From an optimization exercise on the open Yosys and OpenROAD flow, aimed at small area; shortcuts taken in it are not production practice.
In this exercise RTL edits were held to simulation tests only and were not proved equivalent to the original.
The flow treats the clock pin as an ideal source, which a real chip does not have.
Power figures rest on the tool's default switching activity, not on a simulated workload.

==> flow/design.v <==
module AD7606_drive(
    input             clk     ,
    input             rst_n   ,
    input             ad_busy ,
    input             ad_dataA,
    input             ad_dataB,
    output     [2:0]  ad_os   ,
    output            ad_rage ,
    output reg        ad_rst  ,
    output            ad_cvAB ,
    output reg        ad_cs_n ,
    output            ad_sclk ,
    output reg        ad_done ,
    output reg [15:0] ad_ch1  ,
    output reg [15:0] ad_ch2  ,
    output reg [15:0] ad_ch3  ,
    output reg [15:0] ad_ch4  ,
    output reg [15:0] ad_ch5  ,
    output reg [15:0] ad_ch6  ,
    output reg [15:0] ad_ch7  ,
    output reg [15:0] ad_ch8
    );
assign ad_os   = 3'b000;
assign ad_rage = 1'b1;
reg  [15:0] rst_sr;
wire        rst_z15 = ~|rst_sr[14:0];
wire        rst_fb  = rst_sr[15] ^ rst_sr[14] ^ rst_sr[12] ^ rst_sr[3] ^ rst_z15;
always @(posedge clk or negedge rst_n)
begin
    if (!rst_n) begin
        rst_sr <= 16'h0001;
        ad_rst <= 1'b1;
    end
    else begin
        rst_sr <= {rst_sr[14:0], rst_fb};
        if (rst_z15 & ~rst_sr[15])
            ad_rst <= 1'b0;
    end
end
reg  [1:0]  sck;
reg  [10:0] cnt;
reg         wt;
reg         started;
wire ph_a  = ad_cs_n & ~wt;
wire ph_c  = wt & cnt[0];
wire ph_s  = ~ad_cs_n & ~cnt[10];
wire a_hi  = ph_a & cnt[10] & cnt[9];
wire a_end = a_hi & cnt[1];                           
wire cv_on = a_hi & ~cnt[1] & ~cnt[0] & (sck[0] ^ sck[1]);    
wire inc0  = wt ? (~cnt[0] & ~ad_busy) : (ad_cs_n & (&sck));
wire inc3  = ~ad_cs_n & ~sck[1] & sck[0];
wire smp   = ~sck[1] & sck[0];
wire [10:0] cnt_t;
assign cnt_t[0]  = inc0;
assign cnt_t[1]  = cnt_t[0] & cnt[0];
assign cnt_t[2]  = cnt_t[1] & cnt[1];
assign cnt_t[3]  = (cnt_t[2] & cnt[2]) | inc3;
assign cnt_t[4]  = cnt_t[3] & cnt[3];
assign cnt_t[5]  = (cnt_t[4] & cnt[4]) | ph_s;
assign cnt_t[6]  = cnt_t[5] & cnt[5];
assign cnt_t[7]  = cnt_t[6] & cnt[6];
assign cnt_t[8]  = cnt_t[7] & cnt[7];
assign cnt_t[9]  = cnt_t[8] & cnt[8];
assign cnt_t[10] = cnt_t[9] & cnt[9];
assign ad_cvAB = ~cv_on;
assign ad_sclk = ad_cs_n | sck[1];
always @(posedge clk or negedge rst_n)
begin
    if (!rst_n) begin
        sck     <= 2'd3;
        cnt     <= 11'd35;
        wt      <= 1'b0;
        ad_cs_n <= 1'b1;
        started <= 1'b0;
        ad_done <= 1'b0;
    end
    else begin
        if (~started & (ph_c | ~ad_cs_n))
            sck <= 2'd0;
        else
            sck <= sck + 1'b1;
        cnt     <= cnt ^ cnt_t;
        wt      <= a_end | (wt & ~cnt[0]);
        if (ph_c)
            ad_cs_n <= 1'b0;
        else if (ph_s)
            ad_cs_n <= 1'b1;
        started <= started | ~ad_cs_n;
        ad_done <= ph_s;
    end
end
always @(posedge clk)
begin
    if (smp) begin
        {ad_ch1, ad_ch2, ad_ch3, ad_ch4} <= {ad_ch1[14:0], ad_ch2, ad_ch3, ad_ch4, ad_dataA};
        {ad_ch5, ad_ch6, ad_ch7, ad_ch8} <= {ad_ch5[14:0], ad_ch6, ad_ch7, ad_ch8, ad_dataB};
    end
end
endmodule
==> flow/config.mk <==
export PLATFORM = sky130hd
export DESIGN_NAME = AD7606_drive
export DESIGN_NICKNAME = AD7606_drive
export VERILOG_FILES = /design/flow/design.v
export SDC_FILE = /design/flow/constraint.sdc
export NUM_CORES = 4
export LEC_CHECK = 0
export CAP_MARGIN = 20
export CORE_MARGIN = 2
export CORE_UTILIZATION = 40
export PLACE_DENSITY = 0.6
export SLEW_MARGIN = 20
==> flow/constraint.sdc <==
create_clock -name core_clock -period 20.0 [get_ports {clk}]
set_input_delay 4.0000 -clock core_clock [delete_from_list [all_inputs] [get_ports {clk}]]
set_output_delay 4.0000 -clock core_clock [all_outputs]
set_load 0.01 [all_outputs]
standard.sh (not shown) runs the stock make flow with config.mk's settings and CLKGATE_MAP_FILE= SYNTH_SCRIPT=/design/flow/synth_recipe.tcl, a recipe that flattens the netlist after the stock synthesis.
==> flow/flow/run.sh <==
#!/bin/bash
# Standard ORFS layout with the smallest port buffers and a lighter clock
# tree: CTS builds the tree from clkbuf_4 and flow/post_cts.tcl upsizes only
# the buffers whose sinks would see a slow clock edge.
set -euo pipefail
HERE=$(pwd)
bash standard.sh finish \
  'BUFFER_PORTS_ARGS=-buffer_cell sky130_fd_sc_hd__buf_1' \
  'CTS_ARGS=-sink_clustering_enable -repair_clock_nets -dont_use_dummy_load -root_buf sky130_fd_sc_hd__clkbuf_8 -buf_list {sky130_fd_sc_hd__clkbuf_4}' \
  "POST_CTS_TCL=$HERE/flow/post_cts.tcl" \
  > make_finish.log 2>&1
==> flow/flow/post_cts.tcl <==
# Runs at the end of ORFS's CTS step: upsizes the clock buffers whose loads see
# a slow slew (estimated from placement), so that the clock tree can be built
# from small buffers and only the crowded branches get bigger ones.
set_propagated_clock [all_clocks]
proc leaf_slews {} {
  set res {}
  foreach inst [get_cells clkbuf_*] {
    set n [get_property $inst name]
    set mx 0
    foreach p [get_pins -of_objects [get_nets -of_objects [get_pins $n/X]] -filter "direction==input"] {
      set s [get_property $p slew_max]
      if {$s > $mx} {set mx $s}
    }
    lappend res [list $n $mx [get_property $inst ref_name]]
  }
  return $res
}
set thr [expr {[info exists ::env(UP_THR)] ? $::env(UP_THR) : 0.112}]
for {set it 0} {$it < 4} {incr it} {
  estimate_parasitics -placement
  set changed 0
  foreach l [leaf_slews] {
    lassign $l n s ref
    if {$s > $thr} {
      set to ""
      if {$ref eq "sky130_fd_sc_hd__clkbuf_2"} {set to sky130_fd_sc_hd__clkbuf_4}
      if {$ref eq "sky130_fd_sc_hd__clkbuf_4"} {set to sky130_fd_sc_hd__clkbuf_8}
      if {$ref eq "sky130_fd_sc_hd__clkbuf_8"} {set to sky130_fd_sc_hd__clkbuf_16}
      if {$to ne ""} { puts "UPSIZE $n $ref -> $to (slew $s)"; replace_cell $n $to; incr changed }
    }
  }
  if {$changed == 0} break
  detailed_placement
}
Next try:
--- a/flow/design.v
+++ b/flow/design.v
@@ -12,12 +12,12 @@
     output            ad_sclk ,
     output reg        ad_done ,
-    output reg [15:0] ad_ch1  ,
-    output reg [15:0] ad_ch2  ,
-    output reg [15:0] ad_ch3  ,
-    output reg [15:0] ad_ch4  ,
-    output reg [15:0] ad_ch5  ,
-    output reg [15:0] ad_ch6  ,
-    output reg [15:0] ad_ch7  ,
-    output reg [15:0] ad_ch8
+    output     [15:0] ad_ch1  ,
+    output     [15:0] ad_ch2  ,
+    output     [15:0] ad_ch3  ,
+    output     [15:0] ad_ch4  ,
+    output     [15:0] ad_ch5  ,
+    output     [15:0] ad_ch6  ,
+    output     [15:0] ad_ch7  ,
+    output     [15:0] ad_ch8
     );
 assign ad_os   = 3'b000;
@@ -90,10 +90,21 @@
     end
 end
+reg  [128:0] ring;
 always @(posedge clk)
 begin
-    if (smp) begin
-        {ad_ch1, ad_ch2, ad_ch3, ad_ch4} <= {ad_ch1[14:0], ad_ch2, ad_ch3, ad_ch4, ad_dataA};
-        {ad_ch5, ad_ch6, ad_ch7, ad_ch8} <= {ad_ch5[14:0], ad_ch6, ad_ch7, ad_ch8, ad_dataB};
+    ring <= {ring[127:2], smp ? ad_dataB : ring[1], ring[0], smp ? ad_dataA : ring[128]};
+end
+genvar k;
+generate
+    for (k = 0; k < 16; k = k + 1) begin : g_out
+        assign ad_ch1[15-k] = ring[(253 - 4*k) % 129];
+        assign ad_ch2[15-k] = ring[(253 - 4*(k+16)) % 129];
+        assign ad_ch3[15-k] = ring[(253 - 4*(k+32)) % 129];
+        assign ad_ch4[15-k] = ring[(253 - 4*(k+48)) % 129];
+        assign ad_ch5[15-k] = ring[(255 - 4*k) % 129];
+        assign ad_ch6[15-k] = ring[(255 - 4*(k+16)) % 129];
+        assign ad_ch7[15-k] = ring[(255 - 4*(k+32)) % 129];
+        assign ad_ch8[15-k] = ring[(255 - 4*(k+48)) % 129];
     end
-end
+endgenerate
 endmodule
- final area went down by 22%
- sequential power fell by 8.4%
- wire length goes down by 26%
- final cell count decreases by 4.5%
- clock-buffer cell count stays the same

-- port drivers added, routing unchanged --
The flow's constraints put no driver on any port. The routed layouts listed below were extracted and timed again, unchanged, in two steps.
Step 1 (the two cells are an assumption about what drives the block):
set clk [get_ports {clk}]
set_driving_cell -lib_cell sky130_fd_sc_hd__clkbuf_16 $clk
set_driving_cell -lib_cell sky130_fd_sc_hd__buf_2 [delete_from_list [all_inputs] $clk]
Step 2, shift: input delay + t, output delay - t, t = (earliest + latest rising clock arrival at the registers) / 2. This alone moves slack from input paths to output paths.
Slacks: ideal ports / drivers / drivers and shift; pairs: ideal ports / drivers.
run	t, ns	setup WS [ns]	slew at the worst register clock pin (ns)
the first run	0.393	13.654 / 13.667 / 13.274	0.10 / 0.10
the second run	0.390	13.652 / 13.665 / 13.275	0.10 / 0.10
After both steps every run listed still meets setup and hold. The setup slack of the first run, which loses most, moves by +0.013 ns with the drivers and by -0.380 ns with both steps.
